Source: an optimization exercise on an open RTL-to-GDS flow (aim: small area). Production flows keep margins and buffers that such runs may drop. Function was checked by simulation only, so behaviour that the tests miss may differ from the original. Power is estimated from default activity; no workload was simulated.

==> flow/design.v <==
module cic3_clkdiv
    (output logic [15:0] wo,       
     output logic [15:0] wm,       
     output logic [15:0] wn,       
     output logic        bnd,      
     output logic        first,    
     output logic        out_ld,   
     output logic        xfer,     
     output logic        xclr,     
     input  logic        clk,
     input  logic        reset_n);
logic [7:0] q;       
logic       jv;      
logic [7:0] qn;
logic       jvn;
always_comb begin
    qn  = q + 8'd1;
    jvn = jv | (q == 8'd128);
end
always_ff @(posedge clk or negedge reset_n) begin
    if (!reset_n) begin
        q  <= 8'd129;
        jv <= 1'b0;
        bnd    <= 1'b0;
        first  <= 1'b0;
        out_ld <= 1'b0;
        xfer   <= 1'b0;
        xclr   <= 1'b0;
        wo <= 16'd8256;    
        wm <= 16'd49152;   
        wn <= 16'd8128;    
    end else begin
        q  <= qn;
        jv <= jvn;
        bnd    <= (qn == 8'd0);
        first  <= (qn == 8'd130) & ~jvn;      
        out_ld <= (qn == 8'd129) & jvn;
        xfer   <= (qn >= 8'd130) & (qn <= 8'd154) & jvn;
        xclr   <= (qn >= 8'd130) & (qn <= 8'd154) & ~jvn;
        wo <= (q == 8'd255) ? 16'd0     : wo + {8'd0, q};
        wn <= (q == 8'd255) ? 16'd32896 : wn + {8'd0, q} - 16'd256;
        wm <= (q == 8'd255) ? 16'd32640 : wm - {7'd0, q, 1'b0} + 16'd256;
    end
end
endmodule
module cic3_echip65_noclk
    (output logic [24:0] out,
     input  logic        in,
     input  logic        clk,
     input  logic        reset_n,
     input  logic [15:0] wo,
     input  logic [15:0] wm,
     input  logic [15:0] wn,
     input  logic        bnd,
     input  logic        first,
     input  logic        out_ld,
     input  logic        xfer,
     input  logic        xclr);
localparam int ROT = 15;    
logic        x;                         
logic [15:0] lo_z, lo_y, lo_x;          
logic [5:0]  hi_z;                      
logic [7:0]  hi_y;
logic [8:0]  hi_x;
logic        c_z, c_y, c_x;             
logic [24:0] w3, w2, w1;
function automatic logic [16:0] radd16(input logic [15:0] a, input logic [15:0] b);
    logic c;
    c = 1'b0;
    for (int i = 0; i < 16; i++) begin
        radd16[i] = a[i] ^ b[i] ^ c;
        c = (a[i] & b[i]) | (c & (a[i] ^ b[i]));
    end
    radd16[16] = c;
endfunction
function automatic logic [8:0] rinc9(input logic [8:0] a, input logic ci);
    logic c;
    c = ci;
    for (int i = 0; i < 9; i++) begin
        rinc9[i] = a[i] ^ c;
        c = a[i] & c;
    end
endfunction
logic [15:0] lz_in, ly_in, lx_in;
logic [16:0] lz_nx, ly_nx, lx_nx;
logic [8:0]  hz_inc, hy_inc, hx_inc;
always_comb begin
    hz_inc = rinc9({3'd0, hi_z}, c_z);
    hy_inc = rinc9({1'b0, hi_y}, c_y);
    hx_inc = rinc9(hi_x, c_x);
    lz_in = (bnd | first) ? 16'd0 : lo_z;
    ly_in = bnd ? lo_z : (first ? 16'd0 : lo_y);
    lx_in = bnd ? lo_y : (first ? 16'd0 : lo_x);
    lz_nx = radd16(lz_in, wo & {16{x}});
    ly_nx = radd16(ly_in, wm & {16{x}});
    lx_nx = radd16(lx_in, wn & {16{x}});
end
always_ff @(posedge clk) begin
    x <= in;
    {c_z, lo_z} <= lz_nx;
    {c_y, lo_y} <= ly_nx;
    {c_x, lo_x} <= lx_nx;
    hi_z <= (bnd | first) ? 6'd0 : hz_inc[5:0];
    hi_y <= bnd ? {2'd0, hz_inc[5:0]} : (first ? 8'd0 : hy_inc[7:0]);
    hi_x <= bnd ? {1'b0, hy_inc[7:0]} : (first ? 9'd0 : hx_inc);
    w3 <= bnd ? {hx_inc, lo_x} : {w3[23:0], w3[24]};
    w2 <= {w2[23:0], xclr ? 1'b0 : (xfer ? w3[24] : w2[24])};
    w1 <= {w1[23:0], xclr ? 1'b0 : (xfer ? w2[24] : w1[24])};
end
always_ff @(posedge clk or negedge reset_n) begin
    if (!reset_n)
        out <= 25'd0;
    else if (out_ld)
        for (int i = 0; i < 25; i++) out[i] <= w1[(i + ROT) % 25];
end
endmodule
module cic3_echip65_2x12Row
(
output logic [(25-1):0] out0,
output logic [(25-1):0] out1,
output logic [(25-1):0] out2,
output logic [(25-1):0] out3,
output logic [(25-1):0] out4,
output logic [(25-1):0] out5,
output logic [(25-1):0] out6,
output logic [(25-1):0] out7,
output logic [(25-1):0] out8,
output logic [(25-1):0] out9,
output logic [(25-1):0] out10,
output logic [(25-1):0] out11,
output logic [(25-1):0] out12,
output logic [(25-1):0] out13,
output logic [(25-1):0] out14,
output logic [(25-1):0] out15,
output logic [(25-1):0] out16,
output logic [(25-1):0] out17,
output logic [(25-1):0] out18,
output logic [(25-1):0] out19,
output logic [(25-1):0] out20,
output logic [(25-1):0] out21,
output logic [(25-1):0] out22,
output logic [(25-1):0] out23,
input logic [(24-1):0] in,
input logic clk,
input logic reset_n
);
logic [15:0] wo, wm, wn;
logic bnd, first, out_ld, xfer, xclr;
logic [24:0] outs [24];
cic3_clkdiv ctrl (
    .wo(wo), .wm(wm), .wn(wn), .bnd(bnd), .first(first), .out_ld(out_ld),
    .xfer(xfer), .xclr(xclr), .clk(clk), .reset_n(reset_n));
genvar k;
generate
    for (k = 0; k < 24; k++) begin : FILTERS
        cic3_echip65_noclk ch (
            .out(outs[k]), .in(in[k]), .clk(clk), .reset_n(reset_n),
            .wo(wo), .wm(wm), .wn(wn), .bnd(bnd), .first(first),
            .out_ld(out_ld), .xfer(xfer), .xclr(xclr));
    end
endgenerate
assign out0  = outs[0];
assign out1  = outs[1];
assign out2  = outs[2];
assign out3  = outs[3];
assign out4  = outs[4];
assign out5  = outs[5];
assign out6  = outs[6];
assign out7  = outs[7];
assign out8  = outs[8];
assign out9  = outs[9];
assign out10 = outs[10];
assign out11 = outs[11];
assign out12 = outs[12];
assign out13 = outs[13];
assign out14 = outs[14];
assign out15 = outs[15];
assign out16 = outs[16];
assign out17 = outs[17];
assign out18 = outs[18];
assign out19 = outs[19];
assign out20 = outs[20];
assign out21 = outs[21];
assign out22 = outs[22];
assign out23 = outs[23];
endmodule
Settings: LEC_CHECK=0, CAP_MARGIN=20, CORE_MARGIN=2, CORE_UTILIZATION=65, CTS_CLUSTER_DIAMETER=60, CTS_CLUSTER_SIZE=28, SLEW_MARGIN=20; clock period 10.0 ns.
standard.sh (not shown) runs the stock make flow with config.mk's settings and CLKGATE_MAP_FILE= SYNTH_SCRIPT=/design/flow/synth_recipe.tcl, a recipe that flattens the netlist after the stock synthesis.
==> flow/flow/run.sh <==
#!/bin/bash
# Own layout flow: the standard ORFS flow (standard.sh) with two changes:
#  - the port buffers that buffer_ports inserts are sky130_fd_sc_hd__buf_1
#  - CTS clusters up to 28 sinks within 60 um and inserts no dummy loads
# Every tool's output goes to the ORFS logs under orfs/logs; make's own output
# goes to flow_make.log in this folder.
set -euo pipefail
export BUFFER_PORTS_ARGS="-buffer_cell sky130_fd_sc_hd__buf_1"
export CTS_ARGS="-sink_clustering_enable -repair_clock_nets -sink_clustering_size 28 -sink_clustering_max_diameter 60 -dont_use_dummy_load"
bash standard.sh finish > flow_make.log 2>&1
The starting point finished with timing, DRC and antenna clean.
Edit:
==> flow/run.sh (new file) <==
#!/bin/bash
# synth_recipe.tcl (not shown) runs the flow's synth.tcl, then flattens the netlist and writes it again
# the make line also repeats each setting of config.mk as NAME=value (left out here)
make -C /OpenROAD-flow-scripts/flow DESIGN_CONFIG=/design/flow/config.mk WORK_HOME=/design/flow/orfs CLKGATE_MAP_FILE= SYNTH_SCRIPT=/design/flow/synth_recipe.tcl finish
- CORE_UTILIZATION: 65 -> 40
- CTS_CLUSTER_DIAMETER: 60 -> default
- CTS_CLUSTER_SIZE: 28 -> default
removed: flow/flow/run.sh
removed: flow/standard.sh
Result: Area after synthesis is unchanged; worst hold slack gets better by 30 ps; clock-buffer cell count came out higher by 438; final area came out higher by 9.6%; via count goes up by 0.48%; wire length rises by 4.7%; synthesized cell count stays the same; clock skew drops by 70 ps.
Edit:
==> flow/flow/run.sh (new file) <==
#!/bin/bash
# Own layout flow: the standard ORFS flow (standard.sh) with two changes:
#  - the port buffers that buffer_ports inserts are sky130_fd_sc_hd__buf_1
#  - CTS clusters up to 36 sinks within 60 um and inserts no dummy loads
# Every tool's output goes to the ORFS logs under orfs/logs; make's own output
# goes to flow_make.log in this folder.
set -euo pipefail
export BUFFER_PORTS_ARGS="-buffer_cell sky130_fd_sc_hd__buf_1"
export CTS_ARGS="-sink_clustering_enable -repair_clock_nets -sink_clustering_size 36 -sink_clustering_max_diameter 60 -dont_use_dummy_load"
bash standard.sh finish > flow_make.log 2>&1
==> flow/standard.sh (new file) <==
#!/bin/bash
# synth_recipe.tcl (not shown) runs the flow's synth.tcl, then flattens the netlist and writes it again
# the make line also repeats each setting of config.mk as NAME=value (left out here)
make -C /OpenROAD-flow-scripts/flow DESIGN_CONFIG=/design/flow/config.mk WORK_HOME=/design/flow/orfs CLKGATE_MAP_FILE= SYNTH_SCRIPT=/design/flow/synth_recipe.tcl "${@:-finish}"
- CORE_UTILIZATION: 40 -> 75
removed: flow/run.sh
=> The changed run completed with no timing, DRC or antenna violations; total power fell by about 17%; hold slack degrades by 24 ps; combinational power rose by 3.9%; core utilization rose by 33 points; global-route usage rose by 14 points; via count rose by about 0.46%; worst setup slack improves by 140 ps; sequential share of layout area rose by 4.9 points; fmax rose by about 1.7%.
Edit:
==> flow/run.sh (new file) <==
#!/bin/bash
# synth_recipe.tcl (not shown) runs the flow's synth.tcl, then flattens the netlist and writes it again
# the make line also repeats each setting of config.mk as NAME=value (left out here)
make -C /OpenROAD-flow-scripts/flow DESIGN_CONFIG=/design/flow/config.mk WORK_HOME=/design/flow/orfs CLKGATE_MAP_FILE= SYNTH_SCRIPT=/design/flow/synth_recipe.tcl finish
- CORE_UTILIZATION: 75 -> 65
- CTS_CLUSTER_DIAMETER: default -> 50
- CTS_CLUSTER_SIZE: default -> 22
removed: flow/flow/run.sh
removed: flow/standard.sh
=> The new run completed without violations; fmax shrinks by about 1.4%; global-route usage shrinks by 3.7 points; core utilization shrinks by 5.9 points; sequential share of layout area shrinks by 3.5 points.
Edit:
- CTS_CLUSTER_DIAMETER: 50 -> 60
- CTS_CLUSTER_SIZE: 22 -> 28
After rerunning: The new run finished clean; cell count fell by 1.6%; setup slack loses 88 ps; count of clock-buffer cells in the layout goes down by 151; area after synthesis does not change.
Edit:
- CTS_CLUSTER_DIAMETER: 60 -> default
- CTS_CLUSTER_SIZE: 28 -> default
Result: Utilization climbs by 2.9 points. Clock skew increases by 66 ps. Wire length rose by 2.5%. Critical path depth does not change.

==> afterwards: timing with drivers on the ports <==
Ports are ideal in the flow. The routed layouts listed here were re-timed in OpenROAD.
Step 1 sets driving cells, clkbuf_16 on the clock port and buf_2 on the other inputs (assumed; they add their load-dependent delay and slew).
Step 2, shift: input delay + t, output delay - t, t = (earliest + latest rising clock arrival at the registers) / 2. This alone moves slack from input paths to output paths.
Three values: no drivers, after step 1, after step 2; two values: the first two.
run | shift t [ns] | setup slack, ns | hold WS [ns] | worst data-port slew with drivers (ns)
the first run | 0.932 | 1.647 / 1.647 / 1.647 | 0.275 / 0.275 / 0.275 | 0.15
the second run | 1.058 | 1.620 / 1.620 / 1.620 | 0.305 / 0.305 / 0.305 | 0.24
the third run | 0.934 | 1.759 / 1.759 / 1.759 | 0.281 / 0.281 / 0.281 | 0.19
the fourth run | 1.035 | 1.639 / 1.639 / 1.639 | 0.295 / 0.295 / 0.295 | 0.18
the fifth run | 0.989 | 1.551 / 1.551 / 1.551 | 0.310 / 0.310 / 0.310 | 0.17
the sixth run | 1.071 | 1.613 / 1.613 / 1.613 | 0.283 / 0.283 / 0.283 | 0.17
After both steps every run listed still meets setup and hold.
